From an optimization exercise on the open Yosys and OpenROAD flow, aimed at small area; shortcuts taken in it are not production practice.
Function was checked by simulation only, so behaviour that the tests miss may differ from the original.
Power is estimated from default activity; no workload was simulated.

==> module buffer, before the edit <==
module buffer (
    input wire clk,
    input wire rst,
    input wire en,
    input wire data_1,
    input wire data_2,
    input wire flen_gt1,
    output reg [7:0] corr,
    output reg pos,
    output reg neg
);
    reg [255:0] shift_reg_1;
    reg [255:0] shift_reg_2;
    reg seen, full;
    reg [7:0] lfsr;
    wire lfsr_home = (lfsr == 8'h01);
    reg [7:0] corr_neg;
    reg [7:0] corr_pos;
    wire v0   = seen;
    wire v255 = full;
    wire v254 = full | (seen & lfsr_home);
    wire n1_0   = v0 & shift_reg_1[0];
    wire n2_0   = v0 & shift_reg_2[0];
    wire o1_255 = v255 & shift_reg_1[255];
    wire o2_255 = v255 & shift_reg_2[255];
    wire o1_254 = v254 & shift_reg_1[254];
    wire o2_254 = v254 & shift_reg_2[254];
    function [7:0] step(input [7:0] x, input up, input dn);
        integer i;
        reg u, d;
        begin
            u = up & ~dn;
            d = dn & ~up;
            for (i = 0; i < 8; i = i + 1) begin
                step[i] = x[i] ^ (u | d);
                u = u & x[i];
                d = d & ~x[i];
            end
        end
    endfunction
    always @(posedge clk) begin
        if (en) begin
            shift_reg_1 <= {shift_reg_1[254:0], data_1};
            shift_reg_2 <= {shift_reg_2[254:0], data_2};
        end
    end
    always @(posedge clk) begin
        if (rst) begin
            seen <= 1'b0;
            full <= 1'b0;
            lfsr <= 8'h01;
            corr_neg <= 8'b0;
            corr_pos <= 8'b0;
        end else if (en) begin
            seen <= 1'b1;
            if (v254) full <= 1'b1;
            lfsr <= {lfsr[6:0], lfsr[7] ^ lfsr[5] ^ lfsr[4] ^ lfsr[3]};
            if (flen_gt1) begin
                corr_neg <= step(corr_neg, n1_0 ^ data_2, o1_255 ^ o2_254);
                corr_pos <= step(corr_pos, data_1 ^ n2_0, o1_254 ^ o2_255);
            end
        end
    end
    always @(posedge clk or posedge rst) begin
        if (rst) begin
            corr <= 8'b0;
            pos <= 1'b0;
            neg <= 1'b0;
        end else if (en) begin
            corr <= step(corr, data_1 ^ data_2, o1_255 ^ o2_255);
            neg <= corr_neg < corr_pos;
            pos <= corr_pos < corr_neg;
        end
    end
endmodule
export LEC_CHECK = 0
export CAP_MARGIN = 20
export CORE_MARGIN = 2
export CORE_UTILIZATION = 70
export SLEW_MARGIN = 20
create_clock -name core_clock -period 8.0 [get_ports {clk}]
standard.sh (not shown) runs the stock make flow with config.mk's settings and CLKGATE_MAP_FILE= SYNTH_SCRIPT=/design/flow/synth_recipe.tcl, a recipe that flattens the netlist after the stock synthesis.
==> flow/flow/run.sh <==
#!/bin/bash
# The standard ORFS layout, with these changes:
# - synthesis maps the logic with an area-oriented ABC script (flow/abc.script)
#   in place of ORFS's delay-oriented one; everything else in synthesis,
#   including the register mapping, is the standard synthesis;
# - clock tree synthesis without dummy loads, with clkbuf_8 clusters;
# - port buffers of the smallest buffer cell.
set -euo pipefail
here=$(pwd)
rm -rf "$here/scripts_abc"
cp -r "$FLOW_HOME/scripts" "$here/scripts_abc"
cp "$here/flow/abc.script" "$here/scripts_abc/abc_speed.script"
bash standard.sh SCRIPTS_DIR="$here/scripts_abc" synth > synth_flow.log 2>&1
export CTS_ARGS="-sink_clustering_enable -repair_clock_nets -buf_list sky130_fd_sc_hd__clkbuf_8 -sink_clustering_size 20 -sink_clustering_max_diameter 60 -dont_use_dummy_load"
export BUFFER_PORTS_ARGS="-buffer_cell sky130_fd_sc_hd__buf_1"
bash standard.sh finish > standard_flow.log 2>&1
==> flow/flow/abc.script <==
strash
dch -f
amap
topo
stime -c
Next try:
--- a/flow/design.v
+++ b/flow/design.v
@@ -126,10 +126,13 @@
     output reg [7:0] corr,
     output reg pos,
     output reg neg
 );
-    reg [255:0] shift_reg_1;
-    reg [255:0] shift_reg_2;
+    reg [255:0] stored_1;
+    reg [255:0] stored_2;
+    reg phase;
+    wire [255:0] shift_reg_1 = stored_1 ^ {256{phase}};
+    wire [255:0] shift_reg_2 = stored_2 ^ {256{phase}};
     reg seen, full;
     reg [7:0] lfsr;
     wire lfsr_home = (lfsr == 8'h01);
     reg [7:0] corr_neg;
@@ -156,39 +159,42 @@
             end
         end
     endfunction
     always @(posedge clk) begin
-        if (en) begin
-            shift_reg_1 <= {shift_reg_1[254:0], data_1};
-            shift_reg_2 <= {shift_reg_2[254:0], data_2};
-        end
-    end
+        phase <= ~rst & ~phase;
+        stored_1 <= ~(en ? {stored_1[254:0], data_1 ^ phase} : stored_1);
+        stored_2 <= ~(en ? {stored_2[254:0], data_2 ^ phase} : stored_2);
+    end
+    wire en_sums = en & flen_gt1;
     always @(posedge clk) begin
         if (rst) begin
             seen <= 1'b0;
             full <= 1'b0;
             lfsr <= 8'h01;
-            corr_neg <= 8'b0;
-            corr_pos <= 8'b0;
         end else if (en) begin
             seen <= 1'b1;
             if (v254) full <= 1'b1;
             lfsr <= {lfsr[6:0], lfsr[7] ^ lfsr[5] ^ lfsr[4] ^ lfsr[3]};
-            if (flen_gt1) begin
-                corr_neg <= step(corr_neg, n1_0 ^ data_2, o1_255 ^ o2_254);
-                corr_pos <= step(corr_pos, data_1 ^ n2_0, o1_254 ^ o2_255);
-            end
+        end
+        if (rst) begin
+            corr_neg <= 8'b0;
+            corr_pos <= 8'b0;
+        end else begin
+            corr_neg <= step(corr_neg, en_sums & (n1_0 ^ data_2), en_sums & (o1_255 ^ o2_254));
+            corr_pos <= step(corr_pos, en_sums & (data_1 ^ n2_0), en_sums & (o1_254 ^ o2_255));
         end
     end
     always @(posedge clk or posedge rst) begin
         if (rst) begin
             corr <= 8'b0;
             pos <= 1'b0;
             neg <= 1'b0;
-        end else if (en) begin
-            corr <= step(corr, data_1 ^ data_2, o1_255 ^ o2_255);
-            neg <= corr_neg < corr_pos;
-            pos <= corr_pos < corr_neg;
+        end else begin
+            corr <= step(corr, en & (data_1 ^ data_2), en & (o1_255 ^ o2_255));
+            if (en) begin
+                neg <= corr_neg < corr_pos;
+                pos <= corr_pos < corr_neg;
+            end
         end
     end
 endmodule
 module top_module(
Routed wire length came out higher by 19%; flip-flop and latch count increases by 1; core utilization climbs by 0.98 points; final area decreases by 8.5%; setup slack improves by 0.12 ns; total power rose by 53%; via count climbs by 46%; clock-buffer cell count is unchanged; register-to-register slack improves by 0.07 ns; synthesized cell count came out higher by 51%; die area drops by 9.4%; clock skew came out higher by 0.0032 ns; non-clock buffer count rose by 2.

Another version of the RTL of top_module (not shown whole).
Size: ~1,000 cells after synthesis, about 610 flip-flops, about 16 I/O pins.
==> module decimator, before the edit <==
module decimator (
    input wire clk,
    input wire rst,
    input wire [7:0] ratio,
    input wire data_1,
    input wire data_2,
    output reg out_1,
    output reg out_2,
    output reg en
);
    reg [7:0] counter;
    reg dec_clk;
    wire r1 = (ratio == 8'd1);
    wire hit = (ratio != 8'd0) && (counter >= ratio - 8'd1);
    always @(posedge clk or posedge rst) begin
        if (rst) begin
            counter <= 8'b0;
            out_1 <= 1'b0;
            out_2 <= 1'b0;
            dec_clk <= 1'b0;
            en <= 1'b0;
        end else begin
            en <= 1'b0;
            if (r1) begin
                out_1 <= data_1;
                out_2 <= data_2;
            end else if (hit) begin
                counter <= 8'b0;
                out_1 <= data_1;
                out_2 <= data_2;
                dec_clk <= ~dec_clk;
                en <= ~dec_clk;
            end else begin
                counter <= counter + 8'd1;
            end
        end
    end
endmodule
==> module buffer, before the edit <==
module buffer (
    input wire clk,
    input wire rst,
    input wire en,
    input wire data_1,
    input wire data_2,
    input wire flen_gt1,
    output reg [7:0] corr,
    output reg pos,
    output reg neg
);
    reg [255:0] shift_reg_1;
    reg [255:0] shift_reg_2;
    reg [8:0] filled;              
    reg [7:0] corr_neg;
    reg [7:0] corr_pos;
    wire v0   = |filled;
    wire v255 = filled[8];
    wire v254 = filled[8] | (&filled[7:0]);
    wire n1_0   = v0 & shift_reg_1[0];
    wire n2_0   = v0 & shift_reg_2[0];
    wire o1_255 = v255 & shift_reg_1[255];
    wire o2_255 = v255 & shift_reg_2[255];
    wire o1_254 = v254 & shift_reg_1[254];
    wire o2_254 = v254 & shift_reg_2[254];
    always @(posedge clk) begin
        if (en) begin
            shift_reg_1 <= {shift_reg_1[254:0], data_1};
            shift_reg_2 <= {shift_reg_2[254:0], data_2};
        end
    end
    always @(posedge clk or posedge rst) begin
        if (rst) begin
            filled <= 9'b0;
            corr <= 8'b0;
            corr_neg <= 8'b0;
            corr_pos <= 8'b0;
            pos <= 1'b0;
            neg <= 1'b0;
        end else if (en) begin
            if (!filled[8]) filled <= filled + 9'd1;
            corr <= corr + (data_1 ^ data_2) - (o1_255 ^ o2_255);
            if (flen_gt1) begin
                corr_neg <= corr_neg + (n1_0 ^ data_2) - (o1_255 ^ o2_254);
                corr_pos <= corr_pos + (data_1 ^ n2_0) - (o1_254 ^ o2_255);
            end
            neg <= corr_neg < corr_pos;
            pos <= corr_pos < corr_neg;
        end
    end
endmodule
clock: 8.0 ns
lec_check: 0
cap_margin: 20
core_margin: 2
core_utilization: 60
cts_buf_list: sky130_fd_sc_hd__clkbuf_8
cts_cluster_diameter: 60
cts_cluster_size: 20
slew_margin: 20
run.sh (not shown) runs the stock make flow with config.mk's settings and CLKGATE_MAP_FILE= SYNTH_SCRIPT=/design/flow/synth_recipe.tcl, a recipe that flattens the netlist after the stock synthesis.
Stock flow here: none of the scripts above is used.
Rerun with:
--- a/flow/design.v
+++ b/flow/design.v
@@ -85,11 +85,12 @@
     output reg en
 );
     reg [7:0] counter;
     reg dec_clk;
     wire r1 = (ratio == 8'd1);
-    wire hit = (ratio != 8'd0) && (counter >= ratio - 8'd1);
+    wire [8:0] next = {1'b0, counter} + 9'd1;
+    wire hit = (ratio != 8'd0) && (next >= {1'b0, ratio});
     always @(posedge clk or posedge rst) begin
         if (rst) begin
             counter <= 8'b0;
             out_1 <= 1'b0;
             out_2 <= 1'b0;
@@ -105,11 +106,11 @@
                 out_1 <= data_1;
                 out_2 <= data_2;
                 dec_clk <= ~dec_clk;
                 en <= ~dec_clk;
             end else begin
-                counter <= counter + 8'd1;
+                counter <= next[7:0];
             end
         end
     end
 endmodule
 module buffer (
@@ -135,10 +136,23 @@
     wire n2_0   = v0 & shift_reg_2[0];
     wire o1_255 = v255 & shift_reg_1[255];
     wire o2_255 = v255 & shift_reg_2[255];
     wire o1_254 = v254 & shift_reg_1[254];
     wire o2_254 = v254 & shift_reg_2[254];
+    function [7:0] step(input [7:0] x, input up, input dn);
+        integer i;
+        reg u, d;
+        begin
+            u = up & ~dn;
+            d = dn & ~up;
+            for (i = 0; i < 8; i = i + 1) begin
+                step[i] = x[i] ^ (u | d);
+                u = u & x[i];
+                d = d & ~x[i];
+            end
+        end
+    endfunction
     always @(posedge clk) begin
         if (en) begin
             shift_reg_1 <= {shift_reg_1[254:0], data_1};
             shift_reg_2 <= {shift_reg_2[254:0], data_2};
         end
@@ -151,14 +165,14 @@
             corr_pos <= 8'b0;
             pos <= 1'b0;
             neg <= 1'b0;
         end else if (en) begin
             if (!filled[8]) filled <= filled + 9'd1;
-            corr <= corr + (data_1 ^ data_2) - (o1_255 ^ o2_255);
+            corr <= step(corr, data_1 ^ data_2, o1_255 ^ o2_255);
             if (flen_gt1) begin
-                corr_neg <= corr_neg + (n1_0 ^ data_2) - (o1_255 ^ o2_254);
-                corr_pos <= corr_pos + (data_1 ^ n2_0) - (o1_254 ^ o2_255);
+                corr_neg <= step(corr_neg, n1_0 ^ data_2, o1_255 ^ o2_254);
+                corr_pos <= step(corr_pos, data_1 ^ n2_0, o1_254 ^ o2_255);
             end
             neg <= corr_neg < corr_pos;
             pos <= corr_pos < corr_neg;
         end
     end
What happened: Total power fell by 4.5%. Via count fell by 4.4%. Register-to-register slack gets worse by 30 ps. Count of clock-buffer cells in the layout rose by 2. Sequential power rose by about 0.9%.

Another version of the RTL of top_module (not shown whole).
For scale: about 960 cells after synthesis, about 16 I/O pins.
==> module spi_port, before the edit <==
module spi_port (
    input wire clk,
    input wire rst,
    input wire spi_mosi,
    input wire spi_cs_n,
    output wire cap_now,           
    output wire nxt_a0,            
    output wire nxt_a1,            
    output reg [7:0] value,
    output wire a0,                
    output wire a1,                
    output wire lt8                
);
    reg [10:0] shift_reg;          
    reg [2:0] zeros;               
    reg cs_low_prev;
    reg [1:0] cls;                 
    wire nxt_lt8 = (zeros == 3'd5);
    assign nxt_a0  = nxt_lt8 & (shift_reg[10:8] == 3'd0);
    assign nxt_a1  = nxt_lt8 & (shift_reg[10:8] == 3'd1);
    assign cap_now = spi_cs_n & cs_low_prev;
    assign a0  = (cls == 2'd0);
    assign a1  = (cls == 2'd1);
    assign lt8 = (cls != 2'd3);
    always @(posedge clk or posedge rst) begin
        if (rst) begin
            shift_reg <= 11'b0;
            zeros <= 3'd5;
            cs_low_prev <= 1'b0;
            value <= 8'b0;
            cls <= 2'd0;
        end else begin
            cs_low_prev <= ~spi_cs_n;
            if (!spi_cs_n) begin
                shift_reg <= {shift_reg[9:0], spi_mosi};
                if (shift_reg[10]) zeros <= 3'd0;
                else if (!nxt_lt8) zeros <= zeros + 3'd1;
            end else if (cs_low_prev) begin
                value <= shift_reg[7:0];
                cls <= {~nxt_a0 & ~nxt_a1, ~nxt_a0 & (~nxt_lt8 | nxt_a1)};
            end
        end
    end
endmodule
==> module config_memory, before the edit <==
module config_memory (
    input wire clk,
    input wire rst,
    input wire cap_now,
    input wire nxt_a0,
    input wire nxt_a1,
    input wire [7:0] value,
    input wire a0,
    input wire a1,
    input wire lt8,
    output reg [7:0] ratio,
    output reg flen_gt1
);
    reg [7:0] mem0;
    reg mem1_gt1;
    wire val_gt1 = |value[7:1];
    always @(posedge clk or posedge rst) begin
        if (rst) begin
            mem0 <= 8'b0;
            mem1_gt1 <= 1'b0;
            ratio <= 8'b0;
            flen_gt1 <= 1'b0;
        end else begin
            if (a0) mem0 <= value;
            if (a1) mem1_gt1 <= val_gt1;
            if (cap_now) begin
                if (nxt_a0) ratio <= lt8 ? value : 8'b0;
                if (nxt_a1) flen_gt1 <= lt8 & val_gt1;
            end else begin
                if (a0) ratio <= mem0;
                if (a1) flen_gt1 <= mem1_gt1;
            end
        end
    end
endmodule
==> module decimator, before the edit <==
module decimator (
    input wire clk,
    input wire rst,
    input wire [7:0] ratio,
    input wire data_1,
    input wire data_2,
    output reg out_1,
    output reg out_2,
    output reg en
);
    reg [7:0] counter;
    reg dec_clk;
    wire r1 = (ratio == 8'd1);
    wire [8:0] next = {1'b0, counter} + 9'd1;
    wire hit = (ratio != 8'd0) && (next >= {1'b0, ratio});
    always @(posedge clk or posedge rst) begin
        if (rst) begin
            counter <= 8'b0;
            out_1 <= 1'b0;
            out_2 <= 1'b0;
            dec_clk <= 1'b0;
            en <= 1'b0;
        end else begin
            en <= 1'b0;
            if (r1) begin
                out_1 <= data_1;
                out_2 <= data_2;
            end else if (hit) begin
                counter <= 8'b0;
                out_1 <= data_1;
                out_2 <= data_2;
                dec_clk <= ~dec_clk;
                en <= ~dec_clk;
            end else begin
                counter <= next[7:0];
            end
        end
    end
endmodule
==> module buffer, before the edit <==
module buffer (
    input wire clk,
    input wire rst,
    input wire en,
    input wire data_1,
    input wire data_2,
    input wire flen_gt1,
    output reg [7:0] corr,
    output reg pos,
    output reg neg
);
    reg [255:0] shift_reg_1;
    reg [255:0] shift_reg_2;
    reg seen, full;
    reg [7:0] lfsr;
    wire lfsr_home = (lfsr == 8'h01);
    reg [7:0] corr_neg;
    reg [7:0] corr_pos;
    wire v0   = seen;
    wire v255 = full;
    wire v254 = full | (seen & lfsr_home);
    wire n1_0   = v0 & shift_reg_1[0];
    wire n2_0   = v0 & shift_reg_2[0];
    wire o1_255 = v255 & shift_reg_1[255];
    wire o2_255 = v255 & shift_reg_2[255];
    wire o1_254 = v254 & shift_reg_1[254];
    wire o2_254 = v254 & shift_reg_2[254];
    function [7:0] step(input [7:0] x, input up, input dn);
        integer i;
        reg u, d;
        begin
            u = up & ~dn;
            d = dn & ~up;
            for (i = 0; i < 8; i = i + 1) begin
                step[i] = x[i] ^ (u | d);
                u = u & x[i];
                d = d & ~x[i];
            end
        end
    endfunction
    always @(posedge clk) begin
        if (en) begin
            shift_reg_1 <= {shift_reg_1[254:0], data_1};
            shift_reg_2 <= {shift_reg_2[254:0], data_2};
        end
    end
    always @(posedge clk or posedge rst) begin
        if (rst) begin
            seen <= 1'b0;
            full <= 1'b0;
            lfsr <= 8'h01;
            corr <= 8'b0;
            corr_neg <= 8'b0;
            corr_pos <= 8'b0;
            pos <= 1'b0;
            neg <= 1'b0;
        end else if (en) begin
            seen <= 1'b1;
            if (v254) full <= 1'b1;
            lfsr <= {lfsr[6:0], lfsr[7] ^ lfsr[5] ^ lfsr[4] ^ lfsr[3]};
            corr <= step(corr, data_1 ^ data_2, o1_255 ^ o2_255);
            if (flen_gt1) begin
                corr_neg <= step(corr_neg, n1_0 ^ data_2, o1_255 ^ o2_254);
                corr_pos <= step(corr_pos, data_1 ^ n2_0, o1_254 ^ o2_255);
            end
            neg <= corr_neg < corr_pos;
            pos <= corr_pos < corr_neg;
        end
    end
endmodule
Settings: LEC_CHECK=0, CAP_MARGIN=20, CORE_MARGIN=2, CORE_UTILIZATION=70, SLEW_MARGIN=20; clock period 8.0 ns.
standard.sh (not shown) runs the stock make flow with config.mk's settings and CLKGATE_MAP_FILE= SYNTH_SCRIPT=/design/flow/synth_recipe.tcl, a recipe that flattens the netlist after the stock synthesis.
==> flow/flow/run.sh <==
#!/bin/bash
# The standard ORFS layout, with two changes: clock tree synthesis without
# dummy loads, and port buffers of the smallest buffer cell.
set -euo pipefail
export CTS_ARGS="-sink_clustering_enable -repair_clock_nets -buf_list sky130_fd_sc_hd__clkbuf_8 -sink_clustering_size 20 -sink_clustering_max_diameter 60 -dont_use_dummy_load"
export BUFFER_PORTS_ARGS="-buffer_cell sky130_fd_sc_hd__buf_1"
bash standard.sh finish > standard_flow.log 2>&1
Next try:
--- a/flow/design.v
+++ b/flow/design.v
@@ -22,7 +22,7 @@
     assign a0  = (cls == 2'd0);
     assign a1  = (cls == 2'd1);
     assign lt8 = (cls != 2'd3);
-    always @(posedge clk or posedge rst) begin
+    always @(posedge clk) begin
         if (rst) begin
             shift_reg <= 11'b0;
             zeros <= 3'd5;
@@ -58,7 +58,7 @@
     reg [7:0] mem0;
     reg mem1_gt1;
     wire val_gt1 = |value[7:1];
-    always @(posedge clk or posedge rst) begin
+    always @(posedge clk) begin
         if (rst) begin
             mem0 <= 8'b0;
             mem1_gt1 <= 1'b0;
@@ -92,7 +92,7 @@
     wire r1 = (ratio == 8'd1);
     wire [8:0] next = {1'b0, counter} + 9'd1;
     wire hit = (ratio != 8'd0) && (next >= {1'b0, ratio});
-    always @(posedge clk or posedge rst) begin
+    always @(posedge clk) begin
         if (rst) begin
             counter <= 8'b0;
             out_1 <= 1'b0;
@@ -162,25 +162,30 @@
             shift_reg_2 <= {shift_reg_2[254:0], data_2};
         end
     end
-    always @(posedge clk or posedge rst) begin
+    always @(posedge clk) begin
         if (rst) begin
             seen <= 1'b0;
             full <= 1'b0;
             lfsr <= 8'h01;
-            corr <= 8'b0;
             corr_neg <= 8'b0;
             corr_pos <= 8'b0;
-            pos <= 1'b0;
-            neg <= 1'b0;
         end else if (en) begin
             seen <= 1'b1;
             if (v254) full <= 1'b1;
             lfsr <= {lfsr[6:0], lfsr[7] ^ lfsr[5] ^ lfsr[4] ^ lfsr[3]};
-            corr <= step(corr, data_1 ^ data_2, o1_255 ^ o2_255);
             if (flen_gt1) begin
                 corr_neg <= step(corr_neg, n1_0 ^ data_2, o1_255 ^ o2_254);
                 corr_pos <= step(corr_pos, data_1 ^ n2_0, o1_254 ^ o2_255);
             end
+        end
+    end
+    always @(posedge clk or posedge rst) begin
+        if (rst) begin
+            corr <= 8'b0;
+            pos <= 1'b0;
+            neg <= 1'b0;
+        end else if (en) begin
+            corr <= step(corr, data_1 ^ data_2, o1_255 ^ o2_255);
             neg <= corr_neg < corr_pos;
             pos <= corr_pos < corr_neg;
         end
Result: The new run produced a clean layout. Final area decreases by 1.1%. Sequential share of layout area came out lower by 1.0 points. Worst setup slack is better by 560 ps. Die area came out lower by about 1.1%. Combinational power came out lower by 46%. Non-clock buffer count rises by 3. Register-to-register slack gets worse by 50 ps. Critical path depth decreases by 1. Total power decreases by 0.66%.

## re-timing with driven ports
Ports are ideal in the flow. The routed layouts listed here were re-timed in OpenROAD. Step 1 (the two cells are an assumption about what drives the block):
set clk [get_ports {clk}]
set_driving_cell -lib_cell sky130_fd_sc_hd__clkbuf_16 $clk
set_driving_cell -lib_cell sky130_fd_sc_hd__buf_2 [delete_from_list [all_inputs] $clk]
Step 2, shift: input delay + t, output delay - t, t = (earliest + latest rising clock arrival at the registers) / 2. This alone moves slack from input paths to output paths. Slacks: ideal ports / drivers / drivers and shift; pairs: ideal ports / drivers.
run	t, ns	slack for setup (ns)	hold WS [ns]	latest minus earliest clock arrival (ns)	cell pins on the clock port's net
the first run of note 1	0.571	3.966 / 3.991 / 3.420	0.411 / 0.411 / 0.411	0.058 / 0.058	1
the second run of note 1	0.578	4.088 / 4.097 / 3.519	0.374 / 0.374 / 0.374	0.074 / 0.074	1
the first run of note 2	0.613	4.266 / 4.292 / 3.680	0.423 / 0.423 / 0.423	0.029 / 0.029	1
the second run of note 2	0.607	4.508 / 4.508 / 3.972	0.418 / 0.418 / 0.418	0.025 / 0.025	1
the first run of note 3	0.566	4.366 / 4.376 / 3.810	0.398 / 0.398 / 0.398	0.066 / 0.066	1
the second run of note 3	0.585	4.922 / 4.922 / 4.386	0.381 / 0.381 / 0.381	0.058 / 0.057	1
After both steps setup and hold are still met in every run listed. For the first run of note 2, which loses most, drivers alone change the setup slack by +0.026 ns; drivers and shift together by -0.586 ns.
